Context: an optimization exercise on an open-source flow, tuned for small area and a short achievable clock period. The choices shown serve that exercise and are no tape-out recipe.
Only simulation tests tie the RTL to the original design; equivalence was not proved.
Power is estimated from default activity; no workload was simulated.

## flow/design.v (module list and top-level ports; edited modules follow where they fit)
// module float_mul: 2661 lines
// module fa: 4 lines
// module g_and2: 3 lines
// module g_aoi21: 3 lines
// module g_inv: 3 lines
// module g_nand2: 3 lines
// module g_nor2: 3 lines
// module g_oai21: 3 lines
// module g_or2: 3 lines
// module g_xnor2: 3 lines
// module g_xor2: 3 lines
module float_mul(
	input wire clk,
	input wire [31:0] v1,
	input wire [31:0] v2,
	output wire [31:0] vres
);
  // ...
==> flow/flow/run.sh <==
#!/bin/bash
set -euo pipefail
bash standard.sh "BUFFER_PORTS_ARGS=-buffer_cell sky130_fd_sc_hd__buf_1" finish > standard_make.log 2>&1
==> flow/standard.sh <==
#!/bin/bash
# synth_recipe.tcl (not shown) runs the flow's synth.tcl, then flattens the netlist and writes it again
# the make line also repeats each setting of config.mk as NAME=value (left out here)
make -C /OpenROAD-flow-scripts/flow DESIGN_CONFIG=/design/flow/config.mk WORK_HOME=/design/flow/orfs CLKGATE_MAP_FILE= SYNTH_SCRIPT=/design/flow/synth_recipe.tcl "${@:-finish}"
==> flow/config.mk <==
export PLATFORM = sky130hd
export DESIGN_NAME = float_mul
export DESIGN_NICKNAME = float_mul
export VERILOG_FILES = /design/flow/design.v
export SDC_FILE = /design/flow/constraint.sdc
export NUM_CORES = 4
export LEC_CHECK = 0
export ABC_CLOCK_PERIOD_IN_PS = 1500
export CAP_MARGIN = 20
export CORE_MARGIN = 2
export CORE_UTILIZATION = 60
export SETUP_SLACK_MARGIN = 5
export SLEW_MARGIN = 20
export SYNTH_HIERARCHICAL = 1
export SYNTH_MINIMUM_KEEP_SIZE = 0
==> flow/constraint.sdc <==
create_clock -name core_clock -period 8.5 [get_ports {clk}]
set_input_delay 1.7000 -clock core_clock [delete_from_list [all_inputs] [get_ports {clk}]]
set_output_delay 1.7000 -clock core_clock [all_outputs]
set_load 0.01 [all_outputs]
==> impl_metrics.yaml, run 1 <==
synth:
  synth-simple-area-share: 0.0652
  synthFlopType: "dfxtp_1"
  synth_fa_ha_area_frac: 0.330
  synth.most_common_cell: "xnor2_1"
routing:
  drtAntennaViolNets: 0
  routedWlPerCell_um: 21.9
  vias: 14300
global_route:
  globalRouteMet1Util: 0.401
  gr-usage-met2: 0.487
  grt_usage: 0.301
clock_network:
  clock_latency_ps: 470
  cts_buffer_depth: 2
  post_cts_resized: 55
  cts_made_buffers: 17
  cts_root_buf: "clkbuf_16"
worst_hold_path:
  hp-start: "e1[6]"
  worstHoldPathCells: 0
power_and_ir_drop:
  power_density_mw_per_mm2: 427
  comb-power_mw: 6.77
  power_leader: "combinational logic"
  switching_share: 0.484
  ir_worst_vdd_uv: 416
finish:
  nMultiInputCombCells: 1400
  clk_share: 0.0278
  max_flop_register: "r2"
  mostFrequentLayoutCells: "xnor2_1, fa_1, a22oi_1"
  drive_gt1_frac: 0.123
setup_path:
  end_kind: "flip-flop"
  crit_family: "adder cells"
  crit_path_frequent_cell: "fa_1"
  rr_worst_depth: 8
  endpoint: "r2[29]"
outcome:
  status: "no timing/DRC/antenna violations"
timing:
  slew_headroom: 0.666
  rsz0062_at_grt: "yes"
  slew_violations: 0
die:
  boundaryPins: 97
  die_width_um: 181
placed_design:
  dpl_cell_area_mm2: 0.0194
==> inputs of run 2 (changes only) <==
--- a/flow/design.v
+++ b/flow/design.v
@@ -364,17 +364,16 @@
 	wire c347;
 	wire s348;
 	wire c349;
 	wire s350;
 	wire c351;
 	wire s352;
 	wire c353;
 	wire lg354;
-	wire lp355;
 	wire lg356;
 	wire lp357;
 	wire lg358;
 	wire lp359;
 	wire lg360;
 	wire lp361;
 	wire lg362;
 	wire lp363;
@@ -382,45 +381,29 @@
 	wire lp365;
 	wire lg366;
 	wire lp367;
 	wire lg368;
 	wire lp369;
 	wire lg370;
 	wire lp371;
 	wire lg372;
-	wire lp373;
 	wire lg374;
 	wire lp375;
 	wire lg376;
 	wire lp377;
 	wire lg378;
 	wire lp379;
 	wire lg380;
 	wire lp381;
-	wire lg382;
-	wire lp383;
 	wire lg384;
-	wire lp385;
-	wire lg386;
-	wire lp387;
 	wire lg388;
 	wire lp389;
-	wire lg390;
-	wire lp391;
-	wire lg392;
-	wire lp393;
-	wire lg394;
-	wire lp395;
 	wire lg396;
-	wire lp397;
-	wire lg398;
-	wire lp399;
 	wire lg400;
-	wire lp401;
 	wire s402;
 	wire c403;
 	wire s404;
 	wire c405;
 	wire s406;
 	wire c407;
 	wire s408;
 	wire c409;
@@ -1062,17 +1045,16 @@
 	wire g1045;
 	wire p1046;
 	wire g1047;
 	wire p1048;
 	wire g1049;
 	wire p1050;
 	wire g1051;
 	wire p1052;
-	wire g1053;
 	wire p1054;
 	wire k1055;
 	wire k1056;
 	wire g1057;
 	wire p1058;
 	wire g1059;
 	wire p1060;
 	wire g1061;
@@ -1112,17 +1094,16 @@
 	wire g1095;
 	wire p1096;
 	wire g1097;
 	wire p1098;
 	wire g1099;
 	wire p1100;
 	wire g1101;
 	wire p1102;
-	wire g1103;
 	wire p1104;
 	wire q1105;
 	wire q1106;
 	wire q1107;
 	wire q1108;
 	wire q1109;
 	wire q1110;
 	wire q1111;
@@ -1740,17 +1721,16 @@
 	assign c341 = pp4 & pp28;
 	fa u_s342 (.a(pp29), .b(pp53), .c(s326), .s(s342), .co(c343));
 	fa u_s344 (.a(pp54), .b(c327), .c(s328), .s(s344), .co(c345));
 	fa u_s346 (.a(c329), .b(s314), .c(s330), .s(s346), .co(c347));
 	fa u_s348 (.a(s316), .b(c331), .c(s332), .s(s348), .co(c349));
 	fa u_s350 (.a(s318), .b(c333), .c(s334), .s(s350), .co(c351));
 	fa u_s352 (.a(s322), .b(c335), .c(s336), .s(s352), .co(c353));
 	assign lg354 = bneg[0] & pp1;
-	assign lp355 = bneg[0] ^ pp1;
 	assign lg356 = s338 & pp27;
 	assign lp357 = s338 ^ pp27;
 	assign lg358 = c339 & s340;
 	assign lp359 = c339 ^ s340;
 	assign lg360 = c341 & s342;
 	assign lp361 = c341 ^ s342;
 	assign lg362 = c343 & s344;
 	assign lp363 = c343 ^ s344;
@@ -1758,45 +1738,29 @@
 	assign lp365 = c345 ^ s346;
 	assign lg366 = c347 & s348;
 	assign lp367 = c347 ^ s348;
 	assign lg368 = c349 & s350;
 	assign lp369 = c349 ^ s350;
 	assign lg370 = c351 & s352;
 	assign lp371 = c351 ^ s352;
 	assign lg372 = 1'b0 | (pp2 & lg354);
-	assign lp373 = pp2 & lp355;
 	assign lg374 = lg358 | (lp359 & lg356);
 	assign lp375 = lp359 & lp357;
 	assign lg376 = lg362 | (lp363 & lg360);
 	assign lp377 = lp363 & lp361;
 	assign lg378 = lg366 | (lp367 & lg364);
 	assign lp379 = lp367 & lp365;
 	assign lg380 = lg370 | (lp371 & lg368);
 	assign lp381 = lp371 & lp369;
-	assign lg382 = lg356 | (lp357 & lg372);
-	assign lp383 = lp357 & lp373;
 	assign lg384 = lg374 | (lp375 & lg372);
-	assign lp385 = lp375 & lp373;
-	assign lg386 = lg364 | (lp365 & lg376);
-	assign lp387 = lp365 & lp377;
 	assign lg388 = lg378 | (lp379 & lg376);
 	assign lp389 = lp379 & lp377;
-	assign lg390 = lg360 | (lp361 & lg384);
-	assign lp391 = lp361 & lp385;
-	assign lg392 = lg376 | (lp377 & lg384);
-	assign lp393 = lp377 & lp385;
-	assign lg394 = lg386 | (lp387 & lg384);
-	assign lp395 = lp387 & lp385;
 	assign lg396 = lg388 | (lp389 & lg384);
-	assign lp397 = lp389 & lp385;
-	assign lg398 = lg368 | (lp369 & lg396);
-	assign lp399 = lp369 & lp397;
 	assign lg400 = lg380 | (lp381 & lg396);
-	assign lp401 = lp381 & lp397;
 	fa u_s402 (.a(bneg[5]), .b(pp11), .c(pp35), .s(s402), .co(c403));
 	assign s404 = bneg[8] ^ pp17;
 	assign c405 = bneg[8] & pp17;
 	assign s406 = pp18 ^ pp42;
 	assign c407 = pp18 & pp42;
 	fa u_s408 (.a(bneg[9]), .b(pp19), .c(pp43), .s(s408), .co(c409));
 	assign s410 = pp67 ^ pp91;
 	assign c411 = pp67 & pp91;
@@ -2196,17 +2160,16 @@
 	g_and2 u_g1045 (.a(r2[66]), .b(r2[67]), .y(g1045));
 	g_xor2 u_p1046 (.a(r2[66]), .b(r2[67]), .y(p1046));
 	g_and2 u_g1047 (.a(r2[68]), .b(r2[69]), .y(g1047));
 	g_xor2 u_p1048 (.a(r2[68]), .b(r2[69]), .y(p1048));
 	g_and2 u_g1049 (.a(r2[70]), .b(r2[71]), .y(g1049));
 	g_xor2 u_p1050 (.a(r2[70]), .b(r2[71]), .y(p1050));
 	g_and2 u_g1051 (.a(r2[72]), .b(r2[73]), .y(g1051));
 	g_xor2 u_p1052 (.a(r2[72]), .b(r2[73]), .y(p1052));
-	g_and2 u_g1053 (.a(r2[74]), .b(r2[75]), .y(g1053));
 	g_xor2 u_p1054 (.a(r2[74]), .b(r2[75]), .y(p1054));
 	g_and2 u_k1055 (.a(r2[24]), .b(r2[25]), .y(k1055));
 	g_or2 u_k1056 (.a(r2[24]), .b(r2[25]), .y(k1056));
 	g_and2 u_g1057 (.a(p1008), .b(g1005), .y(g1057));
 	g_xor2 u_p1058 (.a(p1008), .b(g1005), .y(p1058));
 	g_and2 u_g1059 (.a(p1010), .b(g1007), .y(g1059));
 	g_xor2 u_p1060 (.a(p1010), .b(g1007), .y(p1060));
 	g_and2 u_g1061 (.a(p1012), .b(g1009), .y(g1061));
@@ -2246,17 +2209,16 @@
 	g_and2 u_g1095 (.a(p1046), .b(g1043), .y(g1095));
 	g_xor2 u_p1096 (.a(p1046), .b(g1043), .y(p1096));
 	g_and2 u_g1097 (.a(p1048), .b(g1045), .y(g1097));
 	g_xor2 u_p1098 (.a(p1048), .b(g1045), .y(p1098));
 	g_and2 u_g1099 (.a(p1050), .b(g1047), .y(g1099));
 	g_xor2 u_p1100 (.a(p1050), .b(g1047), .y(p1100));
 	g_and2 u_g1101 (.a(p1052), .b(g1049), .y(g1101));
 	g_xor2 u_p1102 (.a(p1052), .b(g1049), .y(p1102));
-	g_and2 u_g1103 (.a(p1054), .b(g1051), .y(g1103));
 	g_xor2 u_p1104 (.a(p1054), .b(g1051), .y(p1104));
 	g_aoi21 u_q1105 (.a(p1060), .b(g1057), .c(g1059), .y(q1105));
 	g_nand2 u_q1106 (.a(p1060), .b(p1058), .y(q1106));
 	g_aoi21 u_q1107 (.a(p1064), .b(g1061), .c(g1063), .y(q1107));
 	g_nand2 u_q1108 (.a(p1064), .b(p1062), .y(q1108));
 	g_aoi21 u_q1109 (.a(p1068), .b(g1065), .c(g1067), .y(q1109));
 	g_nand2 u_q1110 (.a(p1068), .b(p1066), .y(q1110));
 	g_aoi21 u_q1111 (.a(p1072), .b(g1069), .c(g1071), .y(q1111));
--- a/flow/config.mk
+++ b/flow/config.mk
@@ -4,12 +4,15 @@
 export VERILOG_FILES = /design/flow/design.v
 export SDC_FILE = /design/flow/constraint.sdc
 export NUM_CORES = 4
 export LEC_CHECK = 0
 export ABC_CLOCK_PERIOD_IN_PS = 1500
 export CAP_MARGIN = 20
 export CORE_MARGIN = 2
 export CORE_UTILIZATION = 60
+export CTS_CLUSTER_DIAMETER = 100
+export CTS_CLUSTER_SIZE = 30
 export SETUP_SLACK_MARGIN = 5
 export SLEW_MARGIN = 20
 export SYNTH_HIERARCHICAL = 1
 export SYNTH_MINIMUM_KEEP_SIZE = 0
+export TNS_END_PERCENT = 5
==> impl_metrics.yaml, run 2 <==
finish:
  final_cells: 2294
  area_growth_pct: 10.4
  final_common_cell: "xnor2_1"
  largest_reg_flops: 76
  max_flop_register: "r2"
  top_regs: "r2: 76 flops, res: 32 flops, ma: 23 flops"
  mostFrequentLayoutCells: "xnor2_1, a22oi_1, fa_1"
  n_antenna_cell: 0
  fillerInstances: 2466
  drive_gt1_frac: 0.101
  nets: 2290
  utilization: 0.673
placed_design:
  place_congestion: 0.859
  hpwl_um: 32800
  port_buffers: 96
  dp.cells: 2245
setup_path:
  end_kind: "flip-flop"
  crit_path_frequent_cell: "fa_1"
  critPathArrivalTime_ps: 3780
  crit_fanout: 25
  worstPathRequired_ps: 8830
  critical-path-slowest-cell: "fa_1"
  worstSetupPathType: "reg -> reg"
  crit_chain: "buf_6 > a21oi_1 > xnor2_1 > fa_1 > fa_1 > fa_1 > fa_1 > fa_1"
  critPathLaunchType: "flip-flop"
  max_stage_delay_ps: 590
timing:
  final.period_utilization: 0.406
  whs_ps: 330
  slew_violations: 0
  hold_violations: 0
  setup_tns_ps: 0
  slew_headroom: 0.640
  fin_skew_ps: 11.1
  setup_viol: 0
  max_freq_mhz: 290
  worst_pin_slew_ps: 540
  period_needed_ps: 3450
  rsz0062_at_grt: "yes"
job:
  maxCapViolCount: 0
clock_network:
  cts_tree: "built"
  htreeDepth: 4
  cts_made_buffers: 17
  cts_root_buf: "clkbuf_16"
  clock_sinks: 185
  clock_latency_ps: 460
  cts_buffer_depth: 2
  path_clk_slew_ps: 70
  cts_hold_buffers: 0
global_route:
  overflow: 0
  grt_max_degree: 55
  grt_first_pass_wirelength_um: 77300
  grt_pass1_vias: 14500
  grt_antenna_before_repair: 0
  grt_usage: 0.301
power_and_ir_drop:
  p_int_mw: 4.59
  pwr-share-comb: 0.746
  clockPowerShare: 0.089
  power_density_mw_per_mm2: 432
  p_switching_mw: 4.34
  p_seq_frac: 0.165
  ir_worst_vdd_uv: 347
  switching_share: 0.486
  p_leak_nw: 8.17
synth:
  synth_largest_area_cell: "fa_1"
  synth_area_leaders: "fa_1, dfxtp_1, xnor2_1"
  synthFlopType: "dfxtp_1"
  syn-num-nets: 2246
  ys_ff_latch: 185
  synthTopCellsByCount: "xnor2_1, a22oi_1, fa_1"
  ys_seq_area_frac: 0.198
  synthCells: 1841
  synth.avg_cell_area_um2: 10.2
  ys_async_sr_fraction: 0
  synth.most_common_cell: "xnor2_1"
  syn_area_mm2: 0.0187
  synth_edf_count: 0
  synth.top_cell.area_share: 0.273
  ys_warn_count: 7
  yosysUniqueCellTypes: 40
die:
  fp.coreArea_mm2: 0.0307
  rows: 64
  initial_core_util: 0.610
  die_h_um: 181
  dieArea_mm2: 0.0326
  boundaryPins: 97
  die_width_um: 181
routing:
  drt-total-wl_um: 48200
  viasPerCell: 6.08
  vias: 14000
  routedWlPerCell_um: 21.0
  route.detailed.drc: 0
  drt_iter0_drc: 1360
  firstDrtPassIters: 6
  drtAntennaViolNets: 0
outcome:
  status: "no timing/DRC/antenna violations"
worst_hold_path:
  hold_class: "reg -> reg"
==> run 2: changes by cell type after synthesis <==
cell / delta
nor2b_1: -1
and2b_1: +1
buf_4: +2
buf_6: -2
==> run 2: stage by stage <==
stage	cell area (um^2)	power, mW	setup WS (ps)
after global placement	19400	7.86	4480
after global routing	20600	9.98	4940
after detailed placement	19400	8.03	4440
final	20600	8.92	5050
after CTS	20100	8.90	4940
after floorplan	18700	6.66	5000
==> run 2: cell families after synthesis <==
family                   Yosys count  synth area share
multiplexers                      17            0.0119
AO/OA/AOI/OAI                    396             0.155
XOR/XNOR                         397             0.186
AND/OR/NAND/NOR                  250            0.0653
flip-flops                       185             0.198
buffers and inverters            256            0.0545
adder cells (fa/ha/maj)          340             0.330
==> run 2: power by group through the flow <==
stage / logic, mW / clock network (mW) / registers, mW
global route: 7.62 / 0.845 / 1.51
detailed placement: 6.53 / 0 / 1.50
finish: 6.66 / 0.792 / 1.47
floorplan: 5.16 / 0 / 1.51
global placement: 6.37 / 0 / 1.49
CTS: 6.60 / 0.815 / 1.48
==> run 2: Yosys stat by module, one instance, submodules excluded, excerpt <==
module     copies in the design  flip-flops and latches  area [um^2]
float_mul                     1                     185        11400
fa                          254                       0         20.0
g_xor2                       98                       0         8.76
g_xnor2                      12                       0         8.76
g_aoi21                      38                       0         8.76
g_and2                       63                       0         6.26
g_or2                        15                       0         6.26
g_inv                        29                       0         3.75
==> run 2: what timing repair did <==
action	4_1_cts	5_1_grt
pin swaps	1	8
gates cloned	0	1
resized for setup	50	85
setup buffers	0	16
endpoints found under the setup margin	75	59
==> run 2: path summary, 6_finish.rpt <==
path                from     end  slack [ps]  cells after the start
setup reg to reg  ma[22]  r2[29]        5050                      8
hold / removal     e1[7]   e2[7]         330                      0
hold reg to reg    e1[7]   e2[7]         330                      0
setup / recovery  ma[22]  r2[29]        5050                      8
==> run 2: area by class of cell <==
class	count	area (um^2)	area share
flip-flops and latches	185	3760	0.182
repair buffers	168	1260	0.0611
inverters	113	424	0.0205
multi-input cells	1400	14100	0.684
clock inverters	14	155	0.00751
clock buffers	18	429	0.0208
well taps	396	495	0.0240
==> run 2: per-layer routing <==
layer | wire [um] | GRT usage | vias up
met3 | 4300 | 0.0786 | 95
li1 | - | - | 6204
met4 | 1150 | 0.101 | 0
met1 | 20500 | 0.407 | 6960
met2 | 22300 | 0.473 | 692
met5 | 0 | 0 | -
==> run 2: worst max-delay path, delay by kind of cell, from the launching register on <==
family | cells | cell delay [ps]
buffers and inverters | 1 | 230
DFF | 1 | 320
adders and majority gates | 5 | 2490
AOI/OAI and AO/OA | 1 | 120
xor gates and xnor gates | 1 | 160

## static timing again, ports no longer ideal
The flow's constraints put no driver on any port. The routed layouts listed below were extracted and timed again, unchanged, in two steps.
Step 1, drivers: a clkbuf_16 drives clk and a buf_2 each remaining input, both assumed.
Step 2 times the ports against the registers' clock, not the clock port: input delays grow and output delays shrink by t, the midpoint of the rising clock arrivals with the driver on.
Slacks: ideal / step 1 / step 2; pairs: ideal / step 1.
run	t, ns	slack for setup (ns)	worst setup path at the end	cell pins on the clock port's net
run 1	0.514	5.016 / 5.016 / 5.016	register to register	1
run 2	0.511	5.053 / 5.053 / 5.035	input to register	1
After both steps setup and hold are still met in every run listed. The setup slack of run 2, which loses most, moves by 0.000 ns with the drivers and by -0.018 ns with both steps.
